Context: an optimization exercise on an open-source flow, tuned for small area and a short achievable clock period. The choices shown serve that exercise and are no tape-out recipe. In this exercise RTL edits were held to simulation tests only and were not proved equivalent to the original.

==> flow/design.v <==
module adder #(
    parameter N = 512,                           
    parameter p = 512'h65b48e8f740f89bffc8ab0d15e3e4c4ab42d083aedc88c425afbfcc69322c9cda7aac6c567f35507516730cc1f0b4f25c2721bf457aca8351b81b90533c6c87b,  
    parameter word_size = 32,
    parameter chunks = N/word_size
    ) (
    input clk,
    input rst,
    input c_in,
    input wire [N-1:0] X, Y,
    output wire [N:0] Z,
    output reg done
);
reg state;
reg [N-1:0] sum;
integer i;
reg [word_size:0] sum_partials0 [0:chunks-1];
reg [word_size:0] sum_partials1 [0:chunks-1];
reg [chunks-1:0] carry;
assign Z[N-1:0] = sum[N-1:0];
assign Z[N] = carry[chunks-1];
always@ (posedge clk) begin
    if (rst) begin
        state <= 1'b0;
	done <= 1'b0;
    end
    else begin
        if (state) begin
            done <= 1'b1;
        end
        else begin
            for (i = 0; i < chunks; i = i + 1) begin
                sum_partials0[i] <= X[32*i + 31 -: 32] + Y[32*i + 31 -: 32];
		sum_partials1[i] <= X[32*i + 31 -: 32] + Y[32*i + 31 -: 32] + 1'b1;
            end
            state <= 1'b1;
        end
    end
end
always@(*) begin
    begin
            for (i = 0; i < chunks; i = i + 1) begin
                if (i==0) begin
			if (c_in) begin
				sum[31:0] = sum_partials1[0][31:0];
                    		carry [0] = sum_partials1[0][32];
			end
			else begin
                    		sum[31:0] = sum_partials0[0][31:0];
                    		carry [0] = sum_partials0[0][32];
			end
                end
                else begin
                    if (carry [i-1]) begin
                        carry [i] = sum_partials1[i][32];
                        sum[(i+1)*word_size-1 -: word_size] = sum_partials1[i][31:0];
                    end
                    else begin
                        carry [i] = sum_partials0[i][32];
                        sum[(i+1)*word_size-1 -: word_size] = sum_partials0[i][31:0];
                    end
                end
            end
    end
end
endmodule
==> flow/run.sh <==
#!/bin/bash
# synth_recipe.tcl (not shown) runs the flow's synth.tcl, then flattens the netlist and writes it again
# the make line also repeats each setting of config.mk as NAME=value (left out here)
make -C /OpenROAD-flow-scripts/flow DESIGN_CONFIG=/design/flow/config.mk WORK_HOME=/design/flow/orfs CLKGATE_MAP_FILE= SYNTH_SCRIPT=/design/flow/synth_recipe.tcl finish
==> flow/config.mk <==
export PLATFORM = sky130hd
export DESIGN_NAME = adder
export DESIGN_NICKNAME = adder
export VERILOG_FILES = /design/flow/design.v
export SDC_FILE = /design/flow/constraint.sdc
export NUM_CORES = 4
export LEC_CHECK = 0
export CAP_MARGIN = 20
export CORE_AREA = 10 10 550 550
export DIE_AREA = 0 0 560 560
export SLEW_MARGIN = 20
==> flow/constraint.sdc <==
create_clock -name core_clock -period 10.0 [get_ports {clk}]
set_input_delay 2.0000 -clock core_clock [delete_from_list [all_inputs] [get_ports {clk}]]
set_output_delay 2.0000 -clock core_clock [all_outputs]
set_load 0.01 [all_outputs]
==> out/metrics.cfg, run 1 <==
[run_status]
status = no timing/DRC/antenna violations

[global_route]
grt_max_degree = 148
antenna_found_initial = 128

[timing]
finClkSkew_ns = 0.0402
rsz0062_at_grt = no
worst_slew_pin_slew_ns = 1.16

[synthesis]
synth_top_area_cell = edfxtp_1
synth.top_cell.area_share_pct = 42.2
synthTopCellsByCount = edfxtp_1, nand2_1, xnor2_1
yosys_warnings = 3

[detailed_routing]
drc = 0
dr.pass1.iters = 7
finalWirelength_um = 361000
wire_per_inst_um = 28.0
drt_iter0_drc = 5636
topRoutingLayerUsed = met5

[cells_and_area]
final_nets = 10365
seq_share_pct = 31.6
nNonClkBuffers = 1601
multi_input_area_um2 = 41700
non_clock_buffer_area_share_pct = 15.8
final_util_pct = 34.6

[worst_setup_path]
path_cells = buf_2, mux2i_4, buf_4, nand4_1, nand3_1, o221a_1, nor2_1, nand2_2, mux2i_4, mux2_2, nor2_4, mux2i_4, mux2i_4, buf_4, mux2_1, clkdlybuf4s50_1

[power_and_ir_drop]
power_clock_mw = 5.34
top_power_group = registers

[cts]
root_buffer = clkbuf_16

[floorplanning]
start_util_pct = 25.8

==> inputs of run 2 (changes only) <==
==> flow/design.v (replaced) <==
module adder #(
    parameter N = 512,
    parameter p = 512'h65b48e8f740f89bffc8ab0d15e3e4c4ab42d083aedc88c425afbfcc69322c9cda7aac6c567f35507516730cc1f0b4f25c2721bf457aca8351b81b90533c6c87b,
    parameter word_size = 32,
    parameter chunks = N/word_size
    ) (
    input clk,
    input rst,
    input c_in,
    input wire [N-1:0] X, Y,
    output wire [N:0] Z,
    output reg done
);
reg state;
reg [511:0] bs;    
reg [255:0] bg;    
reg cr;           
reg [512:0] zr;
assign Z = zr;
always @(posedge clk) begin
    if (rst) begin
        state <= 1'b0;
        done <= 1'b0;
    end else begin
        state <= 1'b1;
        done <= state;
    end
end
integer i;
always @(posedge clk) begin
    cr <= c_in;
    for (i = 0; i < 256; i = i + 1)
        {bg[i], bs[2*i +: 2]} <= {1'b0, X[2*i +: 2]} + {1'b0, Y[2*i +: 2]};
end
wire [255:0] bp;
genvar j;
generate for (j = 0; j < 256; j = j + 1) begin : gp
    assign bp[j] = &bs[2*j +: 2];
end endgenerate
wire g0c = bg[0] | (bp[0] & cr);
wire pg1;
wire pg2;
wire pp2;
wire pg3;
wire pp3;
wire pg4;
wire pp4;
wire pg5;
wire pp5;
wire pg6;
wire pp6;
wire pg7;
wire pp7;
wire pg8;
wire pp8;
wire pg9;
wire pp9;
wire pg10;
wire pp10;
wire pg11;
wire pp11;
wire pg12;
wire pp12;
wire pg13;
wire pp13;
wire pg14;
wire pp14;
wire pg15;
wire pp15;
wire pg16;
wire pp16;
wire pg17;
wire pp17;
wire pg18;
wire pp18;
wire pg19;
wire pp19;
wire pg20;
wire pp20;
wire pg21;
wire pp21;
wire pg22;
wire pp22;
wire pg23;
wire pp23;
wire pg24;
wire pp24;
wire pg25;
wire pp25;
wire pg26;
wire pp26;
wire pg27;
wire pp27;
wire pg28;
wire pp28;
wire pg29;
wire pp29;
wire pg30;
wire pp30;
wire pg31;
wire pp31;
wire pg32;
wire pp32;
wire pg33;
wire pp33;
wire pg34;
wire pp34;
wire pg35;
wire pp35;
wire pg36;
wire pp36;
wire pg37;
wire pp37;
wire pg38;
wire pp38;
wire pg39;
wire pp39;
wire pg40;
wire pp40;
wire pg41;
wire pp41;
wire pg42;
wire pp42;
wire pg43;
wire pp43;
wire pg44;
wire pp44;
wire pg45;
wire pp45;
wire pg46;
wire pp46;
wire pg47;
wire pp47;
wire pg48;
wire pp48;
wire pg49;
wire pp49;
wire pg50;
wire pp50;
wire pg51;
wire pp51;
wire pg52;
wire pp52;
wire pg53;
wire pp53;
wire pg54;
wire pp54;
wire pg55;
wire pp55;
wire pg56;
wire pp56;
wire pg57;
wire pp57;
wire pg58;
wire pp58;
wire pg59;
wire pp59;
wire pg60;
wire pp60;
wire pg61;
wire pp61;
wire pg62;
wire pp62;
wire pg63;
wire pp63;
wire pg64;
wire pp64;
wire pg65;
wire pp65;
wire pg66;
wire pp66;
wire pg67;
wire pp67;
wire pg68;
wire pp68;
wire pg69;
wire pp69;
wire pg70;
wire pp70;
wire pg71;
wire pp71;
wire pg72;
wire pp72;
wire pg73;
wire pp73;
wire pg74;
wire pp74;
wire pg75;
wire pp75;
wire pg76;
wire pp76;
wire pg77;
wire pp77;
wire pg78;
wire pp78;
wire pg79;
wire pp79;
wire pg80;
wire pp80;
wire pg81;
wire pp81;
wire pg82;
wire pp82;
wire pg83;
wire pp83;
wire pg84;
wire pp84;
wire pg85;
wire pp85;
wire pg86;
wire pp86;
wire pg87;
wire pp87;
wire pg88;
wire pp88;
wire pg89;
wire pp89;
wire pg90;
wire pp90;
wire pg91;
wire pp91;
wire pg92;
wire pp92;
wire pg93;
wire pp93;
wire pg94;
wire pp94;
wire pg95;
wire pp95;
wire pg96;
wire pp96;
wire pg97;
wire pp97;
wire pg98;
wire pp98;
wire pg99;
wire pp99;
wire pg100;
wire pp100;
wire pg101;
wire pp101;
wire pg102;
wire pp102;
wire pg103;
wire pp103;
wire pg104;
wire pp104;
wire pg105;
wire pp105;
wire pg106;
wire pp106;
wire pg107;
wire pp107;
wire pg108;
wire pp108;
wire pg109;
wire pp109;
wire pg110;
wire pp110;
wire pg111;
wire pp111;
wire pg112;
wire pp112;
wire pg113;
wire pp113;
wire pg114;
wire pp114;
wire pg115;
wire pp115;
wire pg116;
wire pp116;
wire pg117;
wire pp117;
wire pg118;
wire pp118;
wire pg119;
wire pp119;
wire pg120;
wire pp120;
wire pg121;
wire pp121;
wire pg122;
wire pp122;
wire pg123;
wire pp123;
wire pg124;
wire pp124;
wire pg125;
wire pp125;
wire pg126;
wire pp126;
wire pg127;
wire pp127;
wire pg128;
wire pp128;
wire pg129;
wire pg130;
wire pp130;
wire pg131;
wire pp131;
wire pg132;
wire pp132;
wire pg133;
wire pp133;
wire pg134;
wire pp134;
wire pg135;
wire pp135;
wire pg136;
wire pp136;
wire pg137;
wire pp137;
wire pg138;
wire pp138;
wire pg139;
wire pp139;
wire pg140;
wire pp140;
wire pg141;
wire pp141;
wire pg142;
wire pp142;
wire pg143;
wire pp143;
wire pg144;
wire pp144;
wire pg145;
wire pp145;
wire pg146;
wire pp146;
wire pg147;
wire pp147;
wire pg148;
wire pp148;
wire pg149;
wire pp149;
wire pg150;
wire pp150;
wire pg151;
wire pp151;
wire pg152;
wire pp152;
wire pg153;
wire pp153;
wire pg154;
wire pp154;
wire pg155;
wire pp155;
wire pg156;
wire pp156;
wire pg157;
wire pp157;
wire pg158;
wire pp158;
wire pg159;
wire pp159;
wire pg160;
wire pp160;
wire pg161;
wire pp161;
wire pg162;
wire pp162;
wire pg163;
wire pp163;
wire pg164;
wire pp164;
wire pg165;
wire pp165;
wire pg166;
wire pp166;
wire pg167;
wire pp167;
wire pg168;
wire pp168;
wire pg169;
wire pp169;
wire pg170;
wire pp170;
wire pg171;
wire pp171;
wire pg172;
wire pp172;
wire pg173;
wire pp173;
wire pg174;
wire pp174;
wire pg175;
wire pp175;
wire pg176;
wire pp176;
wire pg177;
wire pp177;
wire pg178;
wire pp178;
wire pg179;
wire pp179;
wire pg180;
wire pp180;
wire pg181;
wire pp181;
wire pg182;
wire pp182;
wire pg183;
wire pp183;
wire pg184;
wire pp184;
wire pg185;
wire pp185;
wire pg186;
wire pp186;
wire pg187;
wire pp187;
wire pg188;
wire pp188;
wire pg189;
wire pp189;
wire pg190;
wire pp190;
wire pg191;
wire pp191;
wire pg192;
wire pp192;
wire pg193;
wire pg194;
wire pp194;
wire pg195;
wire pp195;
wire pg196;
wire pp196;
wire pg197;
wire pp197;
wire pg198;
wire pp198;
wire pg199;
wire pp199;
wire pg200;
wire pp200;
wire pg201;
wire pp201;
wire pg202;
wire pp202;
wire pg203;
wire pp203;
wire pg204;
wire pp204;
wire pg205;
wire pp205;
wire pg206;
wire pp206;
wire pg207;
wire pp207;
wire pg208;
wire pp208;
wire pg209;
wire pp209;
wire pg210;
wire pp210;
wire pg211;
wire pp211;
wire pg212;
wire pp212;
wire pg213;
wire pp213;
wire pg214;
wire pp214;
wire pg215;
wire pp215;
wire pg216;
wire pp216;
wire pg217;
wire pp217;
wire pg218;
wire pp218;
wire pg219;
wire pp219;
wire pg220;
wire pp220;
wire pg221;
wire pp221;
wire pg222;
wire pp222;
wire pg223;
wire pp223;
wire pg224;
wire pp224;
wire pg225;
wire pg226;
wire pp226;
wire pg227;
wire pp227;
wire pg228;
wire pp228;
wire pg229;
wire pp229;
wire pg230;
wire pp230;
wire pg231;
wire pp231;
wire pg232;
wire pp232;
wire pg233;
wire pp233;
wire pg234;
wire pp234;
wire pg235;
wire pp235;
wire pg236;
wire pp236;
wire pg237;
wire pp237;
wire pg238;
wire pp238;
wire pg239;
wire pp239;
wire pg240;
wire pp240;
wire pg241;
wire pg242;
wire pp242;
wire pg243;
wire pp243;
wire pg244;
wire pp244;
wire pg245;
wire pp245;
wire pg246;
wire pp246;
wire pg247;
wire pp247;
wire pg248;
wire pp248;
wire pg249;
wire pg250;
wire pp250;
wire pg251;
wire pp251;
wire pg252;
wire pp252;
wire pg253;
wire pg254;
wire pp254;
wire pg255;
wire pg256;
wire pg257;
wire pg258;
wire pg259;
wire pg260;
wire pg261;
wire pg262;
wire pg263;
wire pg264;
wire pg265;
wire pg266;
wire pg267;
wire pg268;
wire pg269;
wire pg270;
wire pg271;
wire pg272;
wire pg273;
wire pg274;
wire pg275;
wire pg276;
wire pg277;
wire pg278;
wire pg279;
wire pg280;
wire pg281;
wire pg282;
wire pg283;
wire pg284;
wire pg285;
wire pg286;
wire pg287;
wire pg288;
wire pg289;
wire pg290;
wire pg291;
wire pg292;
wire pg293;
wire pg294;
wire pg295;
wire pg296;
wire pg297;
wire pg298;
wire pg299;
wire pg300;
wire pg301;
wire pg302;
wire pg303;
wire pg304;
wire pg305;
wire pg306;
wire pg307;
wire pg308;
wire pg309;
wire pg310;
wire pg311;
wire pg312;
wire pg313;
wire pg314;
wire pg315;
wire pg316;
wire pg317;
wire pg318;
wire pg319;
wire pg320;
wire pg321;
wire pg322;
wire pg323;
wire pg324;
wire pg325;
wire pg326;
wire pg327;
wire pg328;
wire pg329;
wire pg330;
wire pg331;
wire pg332;
wire pg333;
wire pg334;
wire pg335;
wire pg336;
wire pg337;
wire pg338;
wire pg339;
wire pg340;
wire pg341;
wire pg342;
wire pg343;
wire pg344;
wire pg345;
wire pg346;
wire pg347;
wire pg348;
wire pg349;
wire pg350;
wire pg351;
wire pg352;
wire pg353;
wire pg354;
wire pg355;
wire pg356;
wire pg357;
wire pg358;
wire pg359;
wire pg360;
wire pg361;
wire pg362;
wire pg363;
wire pg364;
wire pg365;
wire pg366;
wire pg367;
wire pg368;
wire pg369;
wire pg370;
wire pg371;
wire pg372;
wire pg373;
wire pg374;
wire pg375;
wire pg376;
wire pg377;
wire pg378;
wire pg379;
wire pg380;
wire pg381;
wire pg382;
wire pg383;
wire pg384;
wire pg385;
wire pg386;
wire pg387;
wire pg388;
wire pg389;
wire pg390;
wire pg391;
wire pg392;
wire pg393;
wire pg394;
wire pg395;
wire pg396;
wire pg397;
wire pg398;
wire pg399;
wire pg400;
wire pg401;
wire pg402;
wire pg403;
wire pg404;
wire pg405;
wire pg406;
wire pg407;
wire pg408;
wire pg409;
wire pg410;
wire pg411;
wire pg412;
wire pg413;
wire pg414;
wire pg415;
wire pg416;
wire pg417;
wire pg418;
wire pg419;
wire pg420;
wire pg421;
wire pg422;
wire pg423;
wire pg424;
wire pg425;
wire pg426;
wire pg427;
wire pg428;
wire pg429;
wire pg430;
wire pg431;
wire pg432;
wire pg433;
wire pg434;
wire pg435;
wire pg436;
wire pg437;
wire pg438;
wire pg439;
wire pg440;
wire pg441;
wire pg442;
wire pg443;
wire pg444;
wire pg445;
wire pg446;
wire pg447;
wire pg448;
wire pg449;
wire pg450;
wire pg451;
wire pg452;
wire pg453;
wire pg454;
wire pg455;
wire pg456;
wire pg457;
wire pg458;
wire pg459;
wire pg460;
wire pg461;
wire pg462;
wire pg463;
wire pg464;
wire pg465;
wire pg466;
wire pg467;
wire pg468;
wire pg469;
wire pg470;
wire pg471;
wire pg472;
wire pg473;
wire pg474;
wire pg475;
wire pg476;
wire pg477;
wire pg478;
wire pg479;
wire pg480;
wire pg481;
wire pg482;
wire pg483;
wire pg484;
wire pg485;
wire pg486;
wire pg487;
wire pg488;
wire pg489;
wire pg490;
wire pg491;
wire pg492;
wire pg493;
wire pg494;
wire pg495;
wire pg496;
wire pg497;
wire pg498;
wire pg499;
wire pg500;
wire pg501;
wire pg502;
assign pg1 = bg[1] | (bp[1] & g0c);
assign pg2 = bg[3] | (bp[3] & bg[2]);
assign pp2 = bp[3] & bp[2];
assign pg3 = bg[5] | (bp[5] & bg[4]);
assign pp3 = bp[5] & bp[4];
assign pg4 = bg[7] | (bp[7] & bg[6]);
assign pp4 = bp[7] & bp[6];
assign pg5 = bg[9] | (bp[9] & bg[8]);
assign pp5 = bp[9] & bp[8];
assign pg6 = bg[11] | (bp[11] & bg[10]);
assign pp6 = bp[11] & bp[10];
assign pg7 = bg[13] | (bp[13] & bg[12]);
assign pp7 = bp[13] & bp[12];
assign pg8 = bg[15] | (bp[15] & bg[14]);
assign pp8 = bp[15] & bp[14];
assign pg9 = bg[17] | (bp[17] & bg[16]);
assign pp9 = bp[17] & bp[16];
assign pg10 = bg[19] | (bp[19] & bg[18]);
assign pp10 = bp[19] & bp[18];
assign pg11 = bg[21] | (bp[21] & bg[20]);
assign pp11 = bp[21] & bp[20];
assign pg12 = bg[23] | (bp[23] & bg[22]);
assign pp12 = bp[23] & bp[22];
assign pg13 = bg[25] | (bp[25] & bg[24]);
assign pp13 = bp[25] & bp[24];
assign pg14 = bg[27] | (bp[27] & bg[26]);
assign pp14 = bp[27] & bp[26];
assign pg15 = bg[29] | (bp[29] & bg[28]);
assign pp15 = bp[29] & bp[28];
assign pg16 = bg[31] | (bp[31] & bg[30]);
assign pp16 = bp[31] & bp[30];
assign pg17 = bg[33] | (bp[33] & bg[32]);
assign pp17 = bp[33] & bp[32];
assign pg18 = bg[35] | (bp[35] & bg[34]);
assign pp18 = bp[35] & bp[34];
assign pg19 = bg[37] | (bp[37] & bg[36]);
assign pp19 = bp[37] & bp[36];
assign pg20 = bg[39] | (bp[39] & bg[38]);
assign pp20 = bp[39] & bp[38];
assign pg21 = bg[41] | (bp[41] & bg[40]);
assign pp21 = bp[41] & bp[40];
assign pg22 = bg[43] | (bp[43] & bg[42]);
assign pp22 = bp[43] & bp[42];
assign pg23 = bg[45] | (bp[45] & bg[44]);
assign pp23 = bp[45] & bp[44];
assign pg24 = bg[47] | (bp[47] & bg[46]);
assign pp24 = bp[47] & bp[46];
assign pg25 = bg[49] | (bp[49] & bg[48]);
assign pp25 = bp[49] & bp[48];
assign pg26 = bg[51] | (bp[51] & bg[50]);
assign pp26 = bp[51] & bp[50];
assign pg27 = bg[53] | (bp[53] & bg[52]);
assign pp27 = bp[53] & bp[52];
assign pg28 = bg[55] | (bp[55] & bg[54]);
assign pp28 = bp[55] & bp[54];
assign pg29 = bg[57] | (bp[57] & bg[56]);
assign pp29 = bp[57] & bp[56];
assign pg30 = bg[59] | (bp[59] & bg[58]);
assign pp30 = bp[59] & bp[58];
assign pg31 = bg[61] | (bp[61] & bg[60]);
assign pp31 = bp[61] & bp[60];
assign pg32 = bg[63] | (bp[63] & bg[62]);
assign pp32 = bp[63] & bp[62];
assign pg33 = bg[65] | (bp[65] & bg[64]);
assign pp33 = bp[65] & bp[64];
assign pg34 = bg[67] | (bp[67] & bg[66]);
assign pp34 = bp[67] & bp[66];
assign pg35 = bg[69] | (bp[69] & bg[68]);
assign pp35 = bp[69] & bp[68];
assign pg36 = bg[71] | (bp[71] & bg[70]);
assign pp36 = bp[71] & bp[70];
assign pg37 = bg[73] | (bp[73] & bg[72]);
assign pp37 = bp[73] & bp[72];
assign pg38 = bg[75] | (bp[75] & bg[74]);
assign pp38 = bp[75] & bp[74];
assign pg39 = bg[77] | (bp[77] & bg[76]);
assign pp39 = bp[77] & bp[76];
assign pg40 = bg[79] | (bp[79] & bg[78]);
assign pp40 = bp[79] & bp[78];
assign pg41 = bg[81] | (bp[81] & bg[80]);
assign pp41 = bp[81] & bp[80];
assign pg42 = bg[83] | (bp[83] & bg[82]);
assign pp42 = bp[83] & bp[82];
assign pg43 = bg[85] | (bp[85] & bg[84]);
assign pp43 = bp[85] & bp[84];
assign pg44 = bg[87] | (bp[87] & bg[86]);
assign pp44 = bp[87] & bp[86];
assign pg45 = bg[89] | (bp[89] & bg[88]);
assign pp45 = bp[89] & bp[88];
assign pg46 = bg[91] | (bp[91] & bg[90]);
assign pp46 = bp[91] & bp[90];
assign pg47 = bg[93] | (bp[93] & bg[92]);
assign pp47 = bp[93] & bp[92];
assign pg48 = bg[95] | (bp[95] & bg[94]);
assign pp48 = bp[95] & bp[94];
assign pg49 = bg[97] | (bp[97] & bg[96]);
assign pp49 = bp[97] & bp[96];
assign pg50 = bg[99] | (bp[99] & bg[98]);
assign pp50 = bp[99] & bp[98];
assign pg51 = bg[101] | (bp[101] & bg[100]);
assign pp51 = bp[101] & bp[100];
assign pg52 = bg[103] | (bp[103] & bg[102]);
assign pp52 = bp[103] & bp[102];
assign pg53 = bg[105] | (bp[105] & bg[104]);
assign pp53 = bp[105] & bp[104];
assign pg54 = bg[107] | (bp[107] & bg[106]);
assign pp54 = bp[107] & bp[106];
assign pg55 = bg[109] | (bp[109] & bg[108]);
assign pp55 = bp[109] & bp[108];
assign pg56 = bg[111] | (bp[111] & bg[110]);
assign pp56 = bp[111] & bp[110];
assign pg57 = bg[113] | (bp[113] & bg[112]);
assign pp57 = bp[113] & bp[112];
assign pg58 = bg[115] | (bp[115] & bg[114]);
assign pp58 = bp[115] & bp[114];
assign pg59 = bg[117] | (bp[117] & bg[116]);
assign pp59 = bp[117] & bp[116];
assign pg60 = bg[119] | (bp[119] & bg[118]);
assign pp60 = bp[119] & bp[118];
assign pg61 = bg[121] | (bp[121] & bg[120]);
assign pp61 = bp[121] & bp[120];
assign pg62 = bg[123] | (bp[123] & bg[122]);
assign pp62 = bp[123] & bp[122];
assign pg63 = bg[125] | (bp[125] & bg[124]);
assign pp63 = bp[125] & bp[124];
assign pg64 = bg[127] | (bp[127] & bg[126]);
assign pp64 = bp[127] & bp[126];
assign pg65 = bg[129] | (bp[129] & bg[128]);
assign pp65 = bp[129] & bp[128];
assign pg66 = bg[131] | (bp[131] & bg[130]);
assign pp66 = bp[131] & bp[130];
assign pg67 = bg[133] | (bp[133] & bg[132]);
assign pp67 = bp[133] & bp[132];
assign pg68 = bg[135] | (bp[135] & bg[134]);
assign pp68 = bp[135] & bp[134];
assign pg69 = bg[137] | (bp[137] & bg[136]);
assign pp69 = bp[137] & bp[136];
assign pg70 = bg[139] | (bp[139] & bg[138]);
assign pp70 = bp[139] & bp[138];
assign pg71 = bg[141] | (bp[141] & bg[140]);
assign pp71 = bp[141] & bp[140];
assign pg72 = bg[143] | (bp[143] & bg[142]);
assign pp72 = bp[143] & bp[142];
assign pg73 = bg[145] | (bp[145] & bg[144]);
assign pp73 = bp[145] & bp[144];
assign pg74 = bg[147] | (bp[147] & bg[146]);
assign pp74 = bp[147] & bp[146];
assign pg75 = bg[149] | (bp[149] & bg[148]);
assign pp75 = bp[149] & bp[148];
assign pg76 = bg[151] | (bp[151] & bg[150]);
assign pp76 = bp[151] & bp[150];
assign pg77 = bg[153] | (bp[153] & bg[152]);
assign pp77 = bp[153] & bp[152];
assign pg78 = bg[155] | (bp[155] & bg[154]);
assign pp78 = bp[155] & bp[154];
assign pg79 = bg[157] | (bp[157] & bg[156]);
assign pp79 = bp[157] & bp[156];
assign pg80 = bg[159] | (bp[159] & bg[158]);
assign pp80 = bp[159] & bp[158];
assign pg81 = bg[161] | (bp[161] & bg[160]);
assign pp81 = bp[161] & bp[160];
assign pg82 = bg[163] | (bp[163] & bg[162]);
assign pp82 = bp[163] & bp[162];
assign pg83 = bg[165] | (bp[165] & bg[164]);
assign pp83 = bp[165] & bp[164];
assign pg84 = bg[167] | (bp[167] & bg[166]);
assign pp84 = bp[167] & bp[166];
assign pg85 = bg[169] | (bp[169] & bg[168]);
assign pp85 = bp[169] & bp[168];
assign pg86 = bg[171] | (bp[171] & bg[170]);
assign pp86 = bp[171] & bp[170];
assign pg87 = bg[173] | (bp[173] & bg[172]);
assign pp87 = bp[173] & bp[172];
assign pg88 = bg[175] | (bp[175] & bg[174]);
assign pp88 = bp[175] & bp[174];
assign pg89 = bg[177] | (bp[177] & bg[176]);
assign pp89 = bp[177] & bp[176];
assign pg90 = bg[179] | (bp[179] & bg[178]);
assign pp90 = bp[179] & bp[178];
assign pg91 = bg[181] | (bp[181] & bg[180]);
assign pp91 = bp[181] & bp[180];
assign pg92 = bg[183] | (bp[183] & bg[182]);
assign pp92 = bp[183] & bp[182];
assign pg93 = bg[185] | (bp[185] & bg[184]);
assign pp93 = bp[185] & bp[184];
assign pg94 = bg[187] | (bp[187] & bg[186]);
assign pp94 = bp[187] & bp[186];
assign pg95 = bg[189] | (bp[189] & bg[188]);
assign pp95 = bp[189] & bp[188];
assign pg96 = bg[191] | (bp[191] & bg[190]);
assign pp96 = bp[191] & bp[190];
assign pg97 = bg[193] | (bp[193] & bg[192]);
assign pp97 = bp[193] & bp[192];
assign pg98 = bg[195] | (bp[195] & bg[194]);
assign pp98 = bp[195] & bp[194];
assign pg99 = bg[197] | (bp[197] & bg[196]);
assign pp99 = bp[197] & bp[196];
assign pg100 = bg[199] | (bp[199] & bg[198]);
assign pp100 = bp[199] & bp[198];
assign pg101 = bg[201] | (bp[201] & bg[200]);
assign pp101 = bp[201] & bp[200];
assign pg102 = bg[203] | (bp[203] & bg[202]);
assign pp102 = bp[203] & bp[202];
assign pg103 = bg[205] | (bp[205] & bg[204]);
assign pp103 = bp[205] & bp[204];
assign pg104 = bg[207] | (bp[207] & bg[206]);
assign pp104 = bp[207] & bp[206];
assign pg105 = bg[209] | (bp[209] & bg[208]);
assign pp105 = bp[209] & bp[208];
assign pg106 = bg[211] | (bp[211] & bg[210]);
assign pp106 = bp[211] & bp[210];
assign pg107 = bg[213] | (bp[213] & bg[212]);
assign pp107 = bp[213] & bp[212];
assign pg108 = bg[215] | (bp[215] & bg[214]);
assign pp108 = bp[215] & bp[214];
assign pg109 = bg[217] | (bp[217] & bg[216]);
assign pp109 = bp[217] & bp[216];
assign pg110 = bg[219] | (bp[219] & bg[218]);
assign pp110 = bp[219] & bp[218];
assign pg111 = bg[221] | (bp[221] & bg[220]);
assign pp111 = bp[221] & bp[220];
assign pg112 = bg[223] | (bp[223] & bg[222]);
assign pp112 = bp[223] & bp[222];
assign pg113 = bg[225] | (bp[225] & bg[224]);
assign pp113 = bp[225] & bp[224];
assign pg114 = bg[227] | (bp[227] & bg[226]);
assign pp114 = bp[227] & bp[226];
assign pg115 = bg[229] | (bp[229] & bg[228]);
assign pp115 = bp[229] & bp[228];
assign pg116 = bg[231] | (bp[231] & bg[230]);
assign pp116 = bp[231] & bp[230];
assign pg117 = bg[233] | (bp[233] & bg[232]);
assign pp117 = bp[233] & bp[232];
assign pg118 = bg[235] | (bp[235] & bg[234]);
assign pp118 = bp[235] & bp[234];
assign pg119 = bg[237] | (bp[237] & bg[236]);
assign pp119 = bp[237] & bp[236];
assign pg120 = bg[239] | (bp[239] & bg[238]);
assign pp120 = bp[239] & bp[238];
assign pg121 = bg[241] | (bp[241] & bg[240]);
assign pp121 = bp[241] & bp[240];
assign pg122 = bg[243] | (bp[243] & bg[242]);
assign pp122 = bp[243] & bp[242];
assign pg123 = bg[245] | (bp[245] & bg[244]);
assign pp123 = bp[245] & bp[244];
assign pg124 = bg[247] | (bp[247] & bg[246]);
assign pp124 = bp[247] & bp[246];
assign pg125 = bg[249] | (bp[249] & bg[248]);
assign pp125 = bp[249] & bp[248];
assign pg126 = bg[251] | (bp[251] & bg[250]);
assign pp126 = bp[251] & bp[250];
assign pg127 = bg[253] | (bp[253] & bg[252]);
assign pp127 = bp[253] & bp[252];
assign pg128 = bg[255] | (bp[255] & bg[254]);
assign pp128 = bp[255] & bp[254];
assign pg129 = pg2 | (pp2 & pg1);
assign pg130 = pg4 | (pp4 & pg3);
assign pp130 = pp4 & pp3;
assign pg131 = pg6 | (pp6 & pg5);
assign pp131 = pp6 & pp5;
assign pg132 = pg8 | (pp8 & pg7);
assign pp132 = pp8 & pp7;
assign pg133 = pg10 | (pp10 & pg9);
assign pp133 = pp10 & pp9;
assign pg134 = pg12 | (pp12 & pg11);
assign pp134 = pp12 & pp11;
assign pg135 = pg14 | (pp14 & pg13);
assign pp135 = pp14 & pp13;
assign pg136 = pg16 | (pp16 & pg15);
assign pp136 = pp16 & pp15;
assign pg137 = pg18 | (pp18 & pg17);
assign pp137 = pp18 & pp17;
assign pg138 = pg20 | (pp20 & pg19);
assign pp138 = pp20 & pp19;
assign pg139 = pg22 | (pp22 & pg21);
assign pp139 = pp22 & pp21;
assign pg140 = pg24 | (pp24 & pg23);
assign pp140 = pp24 & pp23;
assign pg141 = pg26 | (pp26 & pg25);
assign pp141 = pp26 & pp25;
assign pg142 = pg28 | (pp28 & pg27);
assign pp142 = pp28 & pp27;
assign pg143 = pg30 | (pp30 & pg29);
assign pp143 = pp30 & pp29;
assign pg144 = pg32 | (pp32 & pg31);
assign pp144 = pp32 & pp31;
assign pg145 = pg34 | (pp34 & pg33);
assign pp145 = pp34 & pp33;
assign pg146 = pg36 | (pp36 & pg35);
assign pp146 = pp36 & pp35;
assign pg147 = pg38 | (pp38 & pg37);
assign pp147 = pp38 & pp37;
assign pg148 = pg40 | (pp40 & pg39);
assign pp148 = pp40 & pp39;
assign pg149 = pg42 | (pp42 & pg41);
assign pp149 = pp42 & pp41;
assign pg150 = pg44 | (pp44 & pg43);
assign pp150 = pp44 & pp43;
assign pg151 = pg46 | (pp46 & pg45);
assign pp151 = pp46 & pp45;
assign pg152 = pg48 | (pp48 & pg47);
assign pp152 = pp48 & pp47;
assign pg153 = pg50 | (pp50 & pg49);
assign pp153 = pp50 & pp49;
assign pg154 = pg52 | (pp52 & pg51);
assign pp154 = pp52 & pp51;
assign pg155 = pg54 | (pp54 & pg53);
assign pp155 = pp54 & pp53;
assign pg156 = pg56 | (pp56 & pg55);
assign pp156 = pp56 & pp55;
assign pg157 = pg58 | (pp58 & pg57);
assign pp157 = pp58 & pp57;
assign pg158 = pg60 | (pp60 & pg59);
assign pp158 = pp60 & pp59;
assign pg159 = pg62 | (pp62 & pg61);
assign pp159 = pp62 & pp61;
assign pg160 = pg64 | (pp64 & pg63);
assign pp160 = pp64 & pp63;
assign pg161 = pg66 | (pp66 & pg65);
assign pp161 = pp66 & pp65;
assign pg162 = pg68 | (pp68 & pg67);
assign pp162 = pp68 & pp67;
assign pg163 = pg70 | (pp70 & pg69);
assign pp163 = pp70 & pp69;
assign pg164 = pg72 | (pp72 & pg71);
assign pp164 = pp72 & pp71;
assign pg165 = pg74 | (pp74 & pg73);
assign pp165 = pp74 & pp73;
assign pg166 = pg76 | (pp76 & pg75);
assign pp166 = pp76 & pp75;
assign pg167 = pg78 | (pp78 & pg77);
assign pp167 = pp78 & pp77;
assign pg168 = pg80 | (pp80 & pg79);
assign pp168 = pp80 & pp79;
assign pg169 = pg82 | (pp82 & pg81);
assign pp169 = pp82 & pp81;
assign pg170 = pg84 | (pp84 & pg83);
assign pp170 = pp84 & pp83;
assign pg171 = pg86 | (pp86 & pg85);
assign pp171 = pp86 & pp85;
assign pg172 = pg88 | (pp88 & pg87);
assign pp172 = pp88 & pp87;
assign pg173 = pg90 | (pp90 & pg89);
assign pp173 = pp90 & pp89;
assign pg174 = pg92 | (pp92 & pg91);
assign pp174 = pp92 & pp91;
assign pg175 = pg94 | (pp94 & pg93);
assign pp175 = pp94 & pp93;
assign pg176 = pg96 | (pp96 & pg95);
assign pp176 = pp96 & pp95;
assign pg177 = pg98 | (pp98 & pg97);
assign pp177 = pp98 & pp97;
assign pg178 = pg100 | (pp100 & pg99);
assign pp178 = pp100 & pp99;
assign pg179 = pg102 | (pp102 & pg101);
assign pp179 = pp102 & pp101;
assign pg180 = pg104 | (pp104 & pg103);
assign pp180 = pp104 & pp103;
assign pg181 = pg106 | (pp106 & pg105);
assign pp181 = pp106 & pp105;
assign pg182 = pg108 | (pp108 & pg107);
assign pp182 = pp108 & pp107;
assign pg183 = pg110 | (pp110 & pg109);
assign pp183 = pp110 & pp109;
assign pg184 = pg112 | (pp112 & pg111);
assign pp184 = pp112 & pp111;
assign pg185 = pg114 | (pp114 & pg113);
assign pp185 = pp114 & pp113;
assign pg186 = pg116 | (pp116 & pg115);
assign pp186 = pp116 & pp115;
assign pg187 = pg118 | (pp118 & pg117);
assign pp187 = pp118 & pp117;
assign pg188 = pg120 | (pp120 & pg119);
assign pp188 = pp120 & pp119;
assign pg189 = pg122 | (pp122 & pg121);
assign pp189 = pp122 & pp121;
assign pg190 = pg124 | (pp124 & pg123);
assign pp190 = pp124 & pp123;
assign pg191 = pg126 | (pp126 & pg125);
assign pp191 = pp126 & pp125;
assign pg192 = pg128 | (pp128 & pg127);
assign pp192 = pp128 & pp127;
assign pg193 = pg130 | (pp130 & pg129);
assign pg194 = pg132 | (pp132 & pg131);
assign pp194 = pp132 & pp131;
assign pg195 = pg134 | (pp134 & pg133);
assign pp195 = pp134 & pp133;
assign pg196 = pg136 | (pp136 & pg135);
assign pp196 = pp136 & pp135;
assign pg197 = pg138 | (pp138 & pg137);
assign pp197 = pp138 & pp137;
assign pg198 = pg140 | (pp140 & pg139);
assign pp198 = pp140 & pp139;
assign pg199 = pg142 | (pp142 & pg141);
assign pp199 = pp142 & pp141;
assign pg200 = pg144 | (pp144 & pg143);
assign pp200 = pp144 & pp143;
assign pg201 = pg146 | (pp146 & pg145);
assign pp201 = pp146 & pp145;
assign pg202 = pg148 | (pp148 & pg147);
assign pp202 = pp148 & pp147;
assign pg203 = pg150 | (pp150 & pg149);
assign pp203 = pp150 & pp149;
assign pg204 = pg152 | (pp152 & pg151);
assign pp204 = pp152 & pp151;
assign pg205 = pg154 | (pp154 & pg153);
assign pp205 = pp154 & pp153;
assign pg206 = pg156 | (pp156 & pg155);
assign pp206 = pp156 & pp155;
assign pg207 = pg158 | (pp158 & pg157);
assign pp207 = pp158 & pp157;
assign pg208 = pg160 | (pp160 & pg159);
assign pp208 = pp160 & pp159;
assign pg209 = pg162 | (pp162 & pg161);
assign pp209 = pp162 & pp161;
assign pg210 = pg164 | (pp164 & pg163);
assign pp210 = pp164 & pp163;
assign pg211 = pg166 | (pp166 & pg165);
assign pp211 = pp166 & pp165;
assign pg212 = pg168 | (pp168 & pg167);
assign pp212 = pp168 & pp167;
assign pg213 = pg170 | (pp170 & pg169);
assign pp213 = pp170 & pp169;
assign pg214 = pg172 | (pp172 & pg171);
assign pp214 = pp172 & pp171;
assign pg215 = pg174 | (pp174 & pg173);
assign pp215 = pp174 & pp173;
assign pg216 = pg176 | (pp176 & pg175);
assign pp216 = pp176 & pp175;
assign pg217 = pg178 | (pp178 & pg177);
assign pp217 = pp178 & pp177;
assign pg218 = pg180 | (pp180 & pg179);
assign pp218 = pp180 & pp179;
assign pg219 = pg182 | (pp182 & pg181);
assign pp219 = pp182 & pp181;
assign pg220 = pg184 | (pp184 & pg183);
assign pp220 = pp184 & pp183;
assign pg221 = pg186 | (pp186 & pg185);
assign pp221 = pp186 & pp185;
assign pg222 = pg188 | (pp188 & pg187);
assign pp222 = pp188 & pp187;
assign pg223 = pg190 | (pp190 & pg189);
assign pp223 = pp190 & pp189;
assign pg224 = pg192 | (pp192 & pg191);
assign pp224 = pp192 & pp191;
assign pg225 = pg194 | (pp194 & pg193);
assign pg226 = pg196 | (pp196 & pg195);
assign pp226 = pp196 & pp195;
assign pg227 = pg198 | (pp198 & pg197);
assign pp227 = pp198 & pp197;
assign pg228 = pg200 | (pp200 & pg199);
assign pp228 = pp200 & pp199;
assign pg229 = pg202 | (pp202 & pg201);
assign pp229 = pp202 & pp201;
assign pg230 = pg204 | (pp204 & pg203);
assign pp230 = pp204 & pp203;
assign pg231 = pg206 | (pp206 & pg205);
assign pp231 = pp206 & pp205;
assign pg232 = pg208 | (pp208 & pg207);
assign pp232 = pp208 & pp207;
assign pg233 = pg210 | (pp210 & pg209);
assign pp233 = pp210 & pp209;
assign pg234 = pg212 | (pp212 & pg211);
assign pp234 = pp212 & pp211;
assign pg235 = pg214 | (pp214 & pg213);
assign pp235 = pp214 & pp213;
assign pg236 = pg216 | (pp216 & pg215);
assign pp236 = pp216 & pp215;
assign pg237 = pg218 | (pp218 & pg217);
assign pp237 = pp218 & pp217;
assign pg238 = pg220 | (pp220 & pg219);
assign pp238 = pp220 & pp219;
assign pg239 = pg222 | (pp222 & pg221);
assign pp239 = pp222 & pp221;
assign pg240 = pg224 | (pp224 & pg223);
assign pp240 = pp224 & pp223;
assign pg241 = pg226 | (pp226 & pg225);
assign pg242 = pg228 | (pp228 & pg227);
assign pp242 = pp228 & pp227;
assign pg243 = pg230 | (pp230 & pg229);
assign pp243 = pp230 & pp229;
assign pg244 = pg232 | (pp232 & pg231);
assign pp244 = pp232 & pp231;
assign pg245 = pg234 | (pp234 & pg233);
assign pp245 = pp234 & pp233;
assign pg246 = pg236 | (pp236 & pg235);
assign pp246 = pp236 & pp235;
assign pg247 = pg238 | (pp238 & pg237);
assign pp247 = pp238 & pp237;
assign pg248 = pg240 | (pp240 & pg239);
assign pp248 = pp240 & pp239;
assign pg249 = pg242 | (pp242 & pg241);
assign pg250 = pg244 | (pp244 & pg243);
assign pp250 = pp244 & pp243;
assign pg251 = pg246 | (pp246 & pg245);
assign pp251 = pp246 & pp245;
assign pg252 = pg248 | (pp248 & pg247);
assign pp252 = pp248 & pp247;
assign pg253 = pg250 | (pp250 & pg249);
assign pg254 = pg252 | (pp252 & pg251);
assign pp254 = pp252 & pp251;
assign pg255 = pg254 | (pp254 & pg253);
assign pg256 = pg251 | (pp251 & pg253);
assign pg257 = pg243 | (pp243 & pg249);
assign pg258 = pg245 | (pp245 & pg253);
assign pg259 = pg247 | (pp247 & pg256);
assign pg260 = pg227 | (pp227 & pg241);
assign pg261 = pg229 | (pp229 & pg249);
assign pg262 = pg231 | (pp231 & pg257);
assign pg263 = pg233 | (pp233 & pg253);
assign pg264 = pg235 | (pp235 & pg258);
assign pg265 = pg237 | (pp237 & pg256);
assign pg266 = pg239 | (pp239 & pg259);
assign pg267 = pg195 | (pp195 & pg225);
assign pg268 = pg197 | (pp197 & pg241);
assign pg269 = pg199 | (pp199 & pg260);
assign pg270 = pg201 | (pp201 & pg249);
assign pg271 = pg203 | (pp203 & pg261);
assign pg272 = pg205 | (pp205 & pg257);
assign pg273 = pg207 | (pp207 & pg262);
assign pg274 = pg209 | (pp209 & pg253);
assign pg275 = pg211 | (pp211 & pg263);
assign pg276 = pg213 | (pp213 & pg258);
assign pg277 = pg215 | (pp215 & pg264);
assign pg278 = pg217 | (pp217 & pg256);
assign pg279 = pg219 | (pp219 & pg265);
assign pg280 = pg221 | (pp221 & pg259);
assign pg281 = pg223 | (pp223 & pg266);
assign pg282 = pg131 | (pp131 & pg193);
assign pg283 = pg133 | (pp133 & pg225);
assign pg284 = pg135 | (pp135 & pg267);
assign pg285 = pg137 | (pp137 & pg241);
assign pg286 = pg139 | (pp139 & pg268);
assign pg287 = pg141 | (pp141 & pg260);
assign pg288 = pg143 | (pp143 & pg269);
assign pg289 = pg145 | (pp145 & pg249);
assign pg290 = pg147 | (pp147 & pg270);
assign pg291 = pg149 | (pp149 & pg261);
assign pg292 = pg151 | (pp151 & pg271);
assign pg293 = pg153 | (pp153 & pg257);
assign pg294 = pg155 | (pp155 & pg272);
assign pg295 = pg157 | (pp157 & pg262);
assign pg296 = pg159 | (pp159 & pg273);
assign pg297 = pg161 | (pp161 & pg253);
assign pg298 = pg163 | (pp163 & pg274);
assign pg299 = pg165 | (pp165 & pg263);
assign pg300 = pg167 | (pp167 & pg275);
assign pg301 = pg169 | (pp169 & pg258);
assign pg302 = pg171 | (pp171 & pg276);
assign pg303 = pg173 | (pp173 & pg264);
assign pg304 = pg175 | (pp175 & pg277);
assign pg305 = pg177 | (pp177 & pg256);
assign pg306 = pg179 | (pp179 & pg278);
assign pg307 = pg181 | (pp181 & pg265);
assign pg308 = pg183 | (pp183 & pg279);
assign pg309 = pg185 | (pp185 & pg259);
assign pg310 = pg187 | (pp187 & pg280);
assign pg311 = pg189 | (pp189 & pg266);
assign pg312 = pg191 | (pp191 & pg281);
assign pg313 = pg3 | (pp3 & pg129);
assign pg314 = pg5 | (pp5 & pg193);
assign pg315 = pg7 | (pp7 & pg282);
assign pg316 = pg9 | (pp9 & pg225);
assign pg317 = pg11 | (pp11 & pg283);
assign pg318 = pg13 | (pp13 & pg267);
assign pg319 = pg15 | (pp15 & pg284);
assign pg320 = pg17 | (pp17 & pg241);
assign pg321 = pg19 | (pp19 & pg285);
assign pg322 = pg21 | (pp21 & pg268);
assign pg323 = pg23 | (pp23 & pg286);
assign pg324 = pg25 | (pp25 & pg260);
assign pg325 = pg27 | (pp27 & pg287);
assign pg326 = pg29 | (pp29 & pg269);
assign pg327 = pg31 | (pp31 & pg288);
assign pg328 = pg33 | (pp33 & pg249);
assign pg329 = pg35 | (pp35 & pg289);
assign pg330 = pg37 | (pp37 & pg270);
assign pg331 = pg39 | (pp39 & pg290);
assign pg332 = pg41 | (pp41 & pg261);
assign pg333 = pg43 | (pp43 & pg291);
assign pg334 = pg45 | (pp45 & pg271);
assign pg335 = pg47 | (pp47 & pg292);
assign pg336 = pg49 | (pp49 & pg257);
assign pg337 = pg51 | (pp51 & pg293);
assign pg338 = pg53 | (pp53 & pg272);
assign pg339 = pg55 | (pp55 & pg294);
assign pg340 = pg57 | (pp57 & pg262);
assign pg341 = pg59 | (pp59 & pg295);
assign pg342 = pg61 | (pp61 & pg273);
assign pg343 = pg63 | (pp63 & pg296);
assign pg344 = pg65 | (pp65 & pg253);
assign pg345 = pg67 | (pp67 & pg297);
assign pg346 = pg69 | (pp69 & pg274);
assign pg347 = pg71 | (pp71 & pg298);
assign pg348 = pg73 | (pp73 & pg263);
assign pg349 = pg75 | (pp75 & pg299);
assign pg350 = pg77 | (pp77 & pg275);
assign pg351 = pg79 | (pp79 & pg300);
assign pg352 = pg81 | (pp81 & pg258);
assign pg353 = pg83 | (pp83 & pg301);
assign pg354 = pg85 | (pp85 & pg276);
assign pg355 = pg87 | (pp87 & pg302);
assign pg356 = pg89 | (pp89 & pg264);
assign pg357 = pg91 | (pp91 & pg303);
assign pg358 = pg93 | (pp93 & pg277);
assign pg359 = pg95 | (pp95 & pg304);
assign pg360 = pg97 | (pp97 & pg256);
assign pg361 = pg99 | (pp99 & pg305);
assign pg362 = pg101 | (pp101 & pg278);
assign pg363 = pg103 | (pp103 & pg306);
assign pg364 = pg105 | (pp105 & pg265);
assign pg365 = pg107 | (pp107 & pg307);
assign pg366 = pg109 | (pp109 & pg279);
assign pg367 = pg111 | (pp111 & pg308);
assign pg368 = pg113 | (pp113 & pg259);
assign pg369 = pg115 | (pp115 & pg309);
assign pg370 = pg117 | (pp117 & pg280);
assign pg371 = pg119 | (pp119 & pg310);
assign pg372 = pg121 | (pp121 & pg266);
assign pg373 = pg123 | (pp123 & pg311);
assign pg374 = pg125 | (pp125 & pg281);
assign pg375 = pg127 | (pp127 & pg312);
assign pg376 = bg[2] | (bp[2] & pg1);
assign pg377 = bg[4] | (bp[4] & pg129);
assign pg378 = bg[6] | (bp[6] & pg313);
assign pg379 = bg[8] | (bp[8] & pg193);
assign pg380 = bg[10] | (bp[10] & pg314);
assign pg381 = bg[12] | (bp[12] & pg282);
assign pg382 = bg[14] | (bp[14] & pg315);
assign pg383 = bg[16] | (bp[16] & pg225);
assign pg384 = bg[18] | (bp[18] & pg316);
assign pg385 = bg[20] | (bp[20] & pg283);
assign pg386 = bg[22] | (bp[22] & pg317);
assign pg387 = bg[24] | (bp[24] & pg267);
assign pg388 = bg[26] | (bp[26] & pg318);
assign pg389 = bg[28] | (bp[28] & pg284);
assign pg390 = bg[30] | (bp[30] & pg319);
assign pg391 = bg[32] | (bp[32] & pg241);
assign pg392 = bg[34] | (bp[34] & pg320);
assign pg393 = bg[36] | (bp[36] & pg285);
assign pg394 = bg[38] | (bp[38] & pg321);
assign pg395 = bg[40] | (bp[40] & pg268);
assign pg396 = bg[42] | (bp[42] & pg322);
assign pg397 = bg[44] | (bp[44] & pg286);
assign pg398 = bg[46] | (bp[46] & pg323);
assign pg399 = bg[48] | (bp[48] & pg260);
assign pg400 = bg[50] | (bp[50] & pg324);
assign pg401 = bg[52] | (bp[52] & pg287);
assign pg402 = bg[54] | (bp[54] & pg325);
assign pg403 = bg[56] | (bp[56] & pg269);
assign pg404 = bg[58] | (bp[58] & pg326);
assign pg405 = bg[60] | (bp[60] & pg288);
assign pg406 = bg[62] | (bp[62] & pg327);
assign pg407 = bg[64] | (bp[64] & pg249);
assign pg408 = bg[66] | (bp[66] & pg328);
assign pg409 = bg[68] | (bp[68] & pg289);
assign pg410 = bg[70] | (bp[70] & pg329);
assign pg411 = bg[72] | (bp[72] & pg270);
assign pg412 = bg[74] | (bp[74] & pg330);
assign pg413 = bg[76] | (bp[76] & pg290);
assign pg414 = bg[78] | (bp[78] & pg331);
assign pg415 = bg[80] | (bp[80] & pg261);
assign pg416 = bg[82] | (bp[82] & pg332);
assign pg417 = bg[84] | (bp[84] & pg291);
assign pg418 = bg[86] | (bp[86] & pg333);
assign pg419 = bg[88] | (bp[88] & pg271);
assign pg420 = bg[90] | (bp[90] & pg334);
assign pg421 = bg[92] | (bp[92] & pg292);
assign pg422 = bg[94] | (bp[94] & pg335);
assign pg423 = bg[96] | (bp[96] & pg257);
assign pg424 = bg[98] | (bp[98] & pg336);
assign pg425 = bg[100] | (bp[100] & pg293);
assign pg426 = bg[102] | (bp[102] & pg337);
assign pg427 = bg[104] | (bp[104] & pg272);
assign pg428 = bg[106] | (bp[106] & pg338);
assign pg429 = bg[108] | (bp[108] & pg294);
assign pg430 = bg[110] | (bp[110] & pg339);
assign pg431 = bg[112] | (bp[112] & pg262);
assign pg432 = bg[114] | (bp[114] & pg340);
assign pg433 = bg[116] | (bp[116] & pg295);
assign pg434 = bg[118] | (bp[118] & pg341);
assign pg435 = bg[120] | (bp[120] & pg273);
assign pg436 = bg[122] | (bp[122] & pg342);
assign pg437 = bg[124] | (bp[124] & pg296);
assign pg438 = bg[126] | (bp[126] & pg343);
assign pg439 = bg[128] | (bp[128] & pg253);
assign pg440 = bg[130] | (bp[130] & pg344);
assign pg441 = bg[132] | (bp[132] & pg297);
assign pg442 = bg[134] | (bp[134] & pg345);
assign pg443 = bg[136] | (bp[136] & pg274);
assign pg444 = bg[138] | (bp[138] & pg346);
assign pg445 = bg[140] | (bp[140] & pg298);
assign pg446 = bg[142] | (bp[142] & pg347);
assign pg447 = bg[144] | (bp[144] & pg263);
assign pg448 = bg[146] | (bp[146] & pg348);
assign pg449 = bg[148] | (bp[148] & pg299);
assign pg450 = bg[150] | (bp[150] & pg349);
assign pg451 = bg[152] | (bp[152] & pg275);
assign pg452 = bg[154] | (bp[154] & pg350);
assign pg453 = bg[156] | (bp[156] & pg300);
assign pg454 = bg[158] | (bp[158] & pg351);
assign pg455 = bg[160] | (bp[160] & pg258);
assign pg456 = bg[162] | (bp[162] & pg352);
assign pg457 = bg[164] | (bp[164] & pg301);
assign pg458 = bg[166] | (bp[166] & pg353);
assign pg459 = bg[168] | (bp[168] & pg276);
assign pg460 = bg[170] | (bp[170] & pg354);
assign pg461 = bg[172] | (bp[172] & pg302);
assign pg462 = bg[174] | (bp[174] & pg355);
assign pg463 = bg[176] | (bp[176] & pg264);
assign pg464 = bg[178] | (bp[178] & pg356);
assign pg465 = bg[180] | (bp[180] & pg303);
assign pg466 = bg[182] | (bp[182] & pg357);
assign pg467 = bg[184] | (bp[184] & pg277);
assign pg468 = bg[186] | (bp[186] & pg358);
assign pg469 = bg[188] | (bp[188] & pg304);
assign pg470 = bg[190] | (bp[190] & pg359);
assign pg471 = bg[192] | (bp[192] & pg256);
assign pg472 = bg[194] | (bp[194] & pg360);
assign pg473 = bg[196] | (bp[196] & pg305);
assign pg474 = bg[198] | (bp[198] & pg361);
assign pg475 = bg[200] | (bp[200] & pg278);
assign pg476 = bg[202] | (bp[202] & pg362);
assign pg477 = bg[204] | (bp[204] & pg306);
assign pg478 = bg[206] | (bp[206] & pg363);
assign pg479 = bg[208] | (bp[208] & pg265);
assign pg480 = bg[210] | (bp[210] & pg364);
assign pg481 = bg[212] | (bp[212] & pg307);
assign pg482 = bg[214] | (bp[214] & pg365);
assign pg483 = bg[216] | (bp[216] & pg279);
assign pg484 = bg[218] | (bp[218] & pg366);
assign pg485 = bg[220] | (bp[220] & pg308);
assign pg486 = bg[222] | (bp[222] & pg367);
assign pg487 = bg[224] | (bp[224] & pg259);
assign pg488 = bg[226] | (bp[226] & pg368);
assign pg489 = bg[228] | (bp[228] & pg309);
assign pg490 = bg[230] | (bp[230] & pg369);
assign pg491 = bg[232] | (bp[232] & pg280);
assign pg492 = bg[234] | (bp[234] & pg370);
assign pg493 = bg[236] | (bp[236] & pg310);
assign pg494 = bg[238] | (bp[238] & pg371);
assign pg495 = bg[240] | (bp[240] & pg266);
assign pg496 = bg[242] | (bp[242] & pg372);
assign pg497 = bg[244] | (bp[244] & pg311);
assign pg498 = bg[246] | (bp[246] & pg373);
assign pg499 = bg[248] | (bp[248] & pg281);
assign pg500 = bg[250] | (bp[250] & pg374);
assign pg501 = bg[252] | (bp[252] & pg312);
assign pg502 = bg[254] | (bp[254] & pg375);
wire [256:0] bc;
assign bc[0] = cr;
assign bc[1] = g0c;
assign bc[2] = pg1;
assign bc[3] = pg376;
assign bc[4] = pg129;
assign bc[5] = pg377;
assign bc[6] = pg313;
assign bc[7] = pg378;
assign bc[8] = pg193;
assign bc[9] = pg379;
assign bc[10] = pg314;
assign bc[11] = pg380;
assign bc[12] = pg282;
assign bc[13] = pg381;
assign bc[14] = pg315;
assign bc[15] = pg382;
assign bc[16] = pg225;
assign bc[17] = pg383;
assign bc[18] = pg316;
assign bc[19] = pg384;
assign bc[20] = pg283;
assign bc[21] = pg385;
assign bc[22] = pg317;
assign bc[23] = pg386;
assign bc[24] = pg267;
assign bc[25] = pg387;
assign bc[26] = pg318;
assign bc[27] = pg388;
assign bc[28] = pg284;
assign bc[29] = pg389;
assign bc[30] = pg319;
assign bc[31] = pg390;
assign bc[32] = pg241;
assign bc[33] = pg391;
assign bc[34] = pg320;
assign bc[35] = pg392;
assign bc[36] = pg285;
assign bc[37] = pg393;
assign bc[38] = pg321;
assign bc[39] = pg394;
assign bc[40] = pg268;
assign bc[41] = pg395;
assign bc[42] = pg322;
assign bc[43] = pg396;
assign bc[44] = pg286;
assign bc[45] = pg397;
assign bc[46] = pg323;
assign bc[47] = pg398;
assign bc[48] = pg260;
assign bc[49] = pg399;
assign bc[50] = pg324;
assign bc[51] = pg400;
assign bc[52] = pg287;
assign bc[53] = pg401;
assign bc[54] = pg325;
assign bc[55] = pg402;
assign bc[56] = pg269;
assign bc[57] = pg403;
assign bc[58] = pg326;
assign bc[59] = pg404;
assign bc[60] = pg288;
assign bc[61] = pg405;
assign bc[62] = pg327;
assign bc[63] = pg406;
assign bc[64] = pg249;
assign bc[65] = pg407;
assign bc[66] = pg328;
assign bc[67] = pg408;
assign bc[68] = pg289;
assign bc[69] = pg409;
assign bc[70] = pg329;
assign bc[71] = pg410;
assign bc[72] = pg270;
assign bc[73] = pg411;
assign bc[74] = pg330;
assign bc[75] = pg412;
assign bc[76] = pg290;
assign bc[77] = pg413;
assign bc[78] = pg331;
assign bc[79] = pg414;
assign bc[80] = pg261;
assign bc[81] = pg415;
assign bc[82] = pg332;
assign bc[83] = pg416;
assign bc[84] = pg291;
assign bc[85] = pg417;
assign bc[86] = pg333;
assign bc[87] = pg418;
assign bc[88] = pg271;
assign bc[89] = pg419;
assign bc[90] = pg334;
assign bc[91] = pg420;
assign bc[92] = pg292;
assign bc[93] = pg421;
assign bc[94] = pg335;
assign bc[95] = pg422;
assign bc[96] = pg257;
assign bc[97] = pg423;
assign bc[98] = pg336;
assign bc[99] = pg424;
assign bc[100] = pg293;
assign bc[101] = pg425;
assign bc[102] = pg337;
assign bc[103] = pg426;
assign bc[104] = pg272;
assign bc[105] = pg427;
assign bc[106] = pg338;
assign bc[107] = pg428;
assign bc[108] = pg294;
assign bc[109] = pg429;
assign bc[110] = pg339;
assign bc[111] = pg430;
assign bc[112] = pg262;
assign bc[113] = pg431;
assign bc[114] = pg340;
assign bc[115] = pg432;
assign bc[116] = pg295;
assign bc[117] = pg433;
assign bc[118] = pg341;
assign bc[119] = pg434;
assign bc[120] = pg273;
assign bc[121] = pg435;
assign bc[122] = pg342;
assign bc[123] = pg436;
assign bc[124] = pg296;
assign bc[125] = pg437;
assign bc[126] = pg343;
assign bc[127] = pg438;
assign bc[128] = pg253;
assign bc[129] = pg439;
assign bc[130] = pg344;
assign bc[131] = pg440;
assign bc[132] = pg297;
assign bc[133] = pg441;
assign bc[134] = pg345;
assign bc[135] = pg442;
assign bc[136] = pg274;
assign bc[137] = pg443;
assign bc[138] = pg346;
assign bc[139] = pg444;
assign bc[140] = pg298;
assign bc[141] = pg445;
assign bc[142] = pg347;
assign bc[143] = pg446;
assign bc[144] = pg263;
assign bc[145] = pg447;
assign bc[146] = pg348;
assign bc[147] = pg448;
assign bc[148] = pg299;
assign bc[149] = pg449;
assign bc[150] = pg349;
assign bc[151] = pg450;
assign bc[152] = pg275;
assign bc[153] = pg451;
assign bc[154] = pg350;
assign bc[155] = pg452;
assign bc[156] = pg300;
assign bc[157] = pg453;
assign bc[158] = pg351;
assign bc[159] = pg454;
assign bc[160] = pg258;
assign bc[161] = pg455;
assign bc[162] = pg352;
assign bc[163] = pg456;
assign bc[164] = pg301;
assign bc[165] = pg457;
assign bc[166] = pg353;
assign bc[167] = pg458;
assign bc[168] = pg276;
assign bc[169] = pg459;
assign bc[170] = pg354;
assign bc[171] = pg460;
assign bc[172] = pg302;
assign bc[173] = pg461;
assign bc[174] = pg355;
assign bc[175] = pg462;
assign bc[176] = pg264;
assign bc[177] = pg463;
assign bc[178] = pg356;
assign bc[179] = pg464;
assign bc[180] = pg303;
assign bc[181] = pg465;
assign bc[182] = pg357;
assign bc[183] = pg466;
assign bc[184] = pg277;
assign bc[185] = pg467;
assign bc[186] = pg358;
assign bc[187] = pg468;
assign bc[188] = pg304;
assign bc[189] = pg469;
assign bc[190] = pg359;
assign bc[191] = pg470;
assign bc[192] = pg256;
assign bc[193] = pg471;
assign bc[194] = pg360;
assign bc[195] = pg472;
assign bc[196] = pg305;
assign bc[197] = pg473;
assign bc[198] = pg361;
assign bc[199] = pg474;
assign bc[200] = pg278;
assign bc[201] = pg475;
assign bc[202] = pg362;
assign bc[203] = pg476;
assign bc[204] = pg306;
assign bc[205] = pg477;
assign bc[206] = pg363;
assign bc[207] = pg478;
assign bc[208] = pg265;
assign bc[209] = pg479;
assign bc[210] = pg364;
assign bc[211] = pg480;
assign bc[212] = pg307;
assign bc[213] = pg481;
assign bc[214] = pg365;
assign bc[215] = pg482;
assign bc[216] = pg279;
assign bc[217] = pg483;
assign bc[218] = pg366;
assign bc[219] = pg484;
assign bc[220] = pg308;
assign bc[221] = pg485;
assign bc[222] = pg367;
assign bc[223] = pg486;
assign bc[224] = pg259;
assign bc[225] = pg487;
assign bc[226] = pg368;
assign bc[227] = pg488;
assign bc[228] = pg309;
assign bc[229] = pg489;
assign bc[230] = pg369;
assign bc[231] = pg490;
assign bc[232] = pg280;
assign bc[233] = pg491;
assign bc[234] = pg370;
assign bc[235] = pg492;
assign bc[236] = pg310;
assign bc[237] = pg493;
assign bc[238] = pg371;
assign bc[239] = pg494;
assign bc[240] = pg266;
assign bc[241] = pg495;
assign bc[242] = pg372;
assign bc[243] = pg496;
assign bc[244] = pg311;
assign bc[245] = pg497;
assign bc[246] = pg373;
assign bc[247] = pg498;
assign bc[248] = pg281;
assign bc[249] = pg499;
assign bc[250] = pg374;
assign bc[251] = pg500;
assign bc[252] = pg312;
assign bc[253] = pg501;
assign bc[254] = pg375;
assign bc[255] = pg502;
assign bc[256] = pg255;
always @(posedge clk) begin
    if (!done) begin
        for (i = 0; i < 256; i = i + 1)
            zr[2*i +: 2] <= bs[2*i +: 2] + bc[i];
        zr[512] <= bc[256];
    end
end
endmodule
--- a/flow/config.mk
+++ b/flow/config.mk
@@ -7,5 +7,5 @@
 export LEC_CHECK = 0
 export CAP_MARGIN = 20
-export CORE_AREA = 10 10 550 550
-export DIE_AREA = 0 0 560 560
+export CORE_MARGIN = 2
+export CORE_UTILIZATION = 50
 export SLEW_MARGIN = 20
==> run 2 against run 1 <==
Compared with the run above: the run now fails in 3_2_place_iop; synthesized cell count fell by 54%; synthesized area decreased by 32%.
==> out/metrics.cfg, run 2 <==
[synthesis]
yosys_warnings = 1  ; was 3
yosys_register_bits = 1284  ; was 1058
yosysSeqAreaShare_pct = 60.8  ; was 42.3%
syn-cell-area_um2 = 50700  ; was 75100 um2
synth.top_cell.area_share_pct = 30.4  ; was 42.2%
synth-main-ff-cell = dfxtp_1  ; was edfxtp_1
synthTopCellsByCount = dfxtp_1, edfxtp_1, ha_1  ; was edfxtp_1, nand2_1, xnor2_1
synthArstFlopShare_pct = 0  ; unchanged
syn_area_per_cell_um2 = 15.3  ; was 10.4 um2
yosysMostFrequentCell = dfxtp_1  ; was edfxtp_1
syn-num-nets = 5110  ; was 8787
yosys-top-cells-area = dfxtp_1, edfxtp_1, ha_1  ; was edfxtp_1, ha_1, xnor2_1
synth_edf_count = 513  ; was 1056
synth_cell_type_count = 76  ; was 102
synthCells = 3315  ; was 7216
synth_top_area_cell = dfxtp_1  ; was edfxtp_1

[run_status]
firstError = [ERROR PPL-0024] Number of IO pins (1541) exceeds maximum number of available positions (1164). Increase the die perimeter from 1290.36um to 2095.76um.
status = stopped before the end  ; was no timing/DRC/antenna violations
haltStage = 3_2_place_iop

[floorplanning]
start_util_pct = 50.6  ; was 25.8%
die_h_um = 323  ; was 560 um
die_x_um = 323  ; was 560 um
rows = 116  ; was 198

-- run 2: changes by cell type after synthesis, moves of 305 or more --
cell / delta
nor2_1: -305
dfxtp_1: +769
a21oi_1: -385
nand2_1: -514
mux2_2: -359
edfxtp_1: -543
xnor2_1: -606
-- run 2: cell families after synthesis --
logic type	after synthesis	share of synthesized area, %
and+or+nand+nor	455	4.49
adders and majority gates	768	22.7
buffers and inverters	61	0.451
DFF	1284	60.8
xor gates and xnor gates	256	4.42
AOI/OAI and AO/OA	491	7.15
==> inputs of run 3 (changes only) <==
--- a/flow/config.mk
+++ b/flow/config.mk
@@ -6,4 +6,5 @@
 export NUM_CORES = 4
 export LEC_CHECK = 0
+export ABC_CLOCK_PERIOD_IN_PS = 3000
 export CAP_MARGIN = 20
 export CORE_MARGIN = 2
==> run 3 against run 2 <==
Compared with the run above: the run again fails in 3_2_place_iop; synthesized area is the same; synthesized cell count is the same.
==> out/metrics.cfg, run 3 <==
[synthesis]
synth-compound-area-share_pct = 7.15  ; unchanged
yosys_warnings = 1  ; unchanged
yosys.area_share.simple_pct = 4.49  ; unchanged
synth.top_cell.area_share_pct = 30.4  ; unchanged
syn-cell-area_um2 = 50700  ; unchanged
synthCells = 3315  ; unchanged
synth_edf_count = 513  ; unchanged
synth_top_family_by_area = adder cells  ; unchanged
synthTopCellsByCount = dfxtp_1, edfxtp_1, ha_1  ; unchanged
yosysSeqAreaShare_pct = 60.8  ; unchanged
yosysMostFrequentCell = dfxtp_1  ; unchanged
yosys-top-cells-area = dfxtp_1, edfxtp_1, ha_1  ; unchanged
yosys.area_share.adder_pct = 22.7  ; unchanged
synth_cell_type_count = 76  ; unchanged
syn-num-nets = 5110  ; unchanged
synthArstFlopShare_pct = 0  ; unchanged
syn_area_per_cell_um2 = 15.3  ; unchanged
synth_top_area_cell = dfxtp_1  ; unchanged
yosys_register_bits = 1284  ; unchanged
synth-main-ff-cell = dfxtp_1  ; unchanged
synth_mux_area_share_pct = 0  ; unchanged
synth_xor_area_share_pct = 4.42  ; unchanged

[run_status]
haltStage = 3_2_place_iop  ; unchanged
status = stopped before the end  ; unchanged
firstError = [ERROR PPL-0024] Number of IO pins (1541) exceeds maximum number of available positions (1164). Increase the die perimeter from 1290.36um to 2095.76um.  ; unchanged

[floorplanning]
start_util_pct = 50.6  ; unchanged
die_x_um = 323  ; unchanged
rows = 116  ; unchanged
die_h_um = 323  ; unchanged

[run 3: kinds of logic after synthesis]
kind of cell | after synthesis
buf+inv | 61
xor+xnor | 256
fa+ha+maj | 768
simple gates | 455
compound gates | 491
flops | 1284

-- separate check: timing with driven ports --
How much do the figures lean on ideal ports? The routed layout below was timed once more, with nothing changed but the port constraints.
Step 1 sets driving cells, clkbuf_16 on the clock port and buf_2 on the other inputs (assumed; they add their load-dependent delay and slew).
Step 2 also shifts input and output timing later by t, the mid clock arrival at the registers, as if the neighbouring blocks saw the same clock.
a / b / c = no drivers / after step 1 / after step 2; a / b = the first two.
run: run 1
shift t [ns]: 0.904
setup slack, ns: 1.202 / 1.022 / 1.022
slew at the worst register clock pin (ns): 0.07 / 0.07
After both steps setup and hold are still met in run 1. The setup slack of run 1 moves by -0.180 ns with the drivers and by -0.180 ns with both steps.
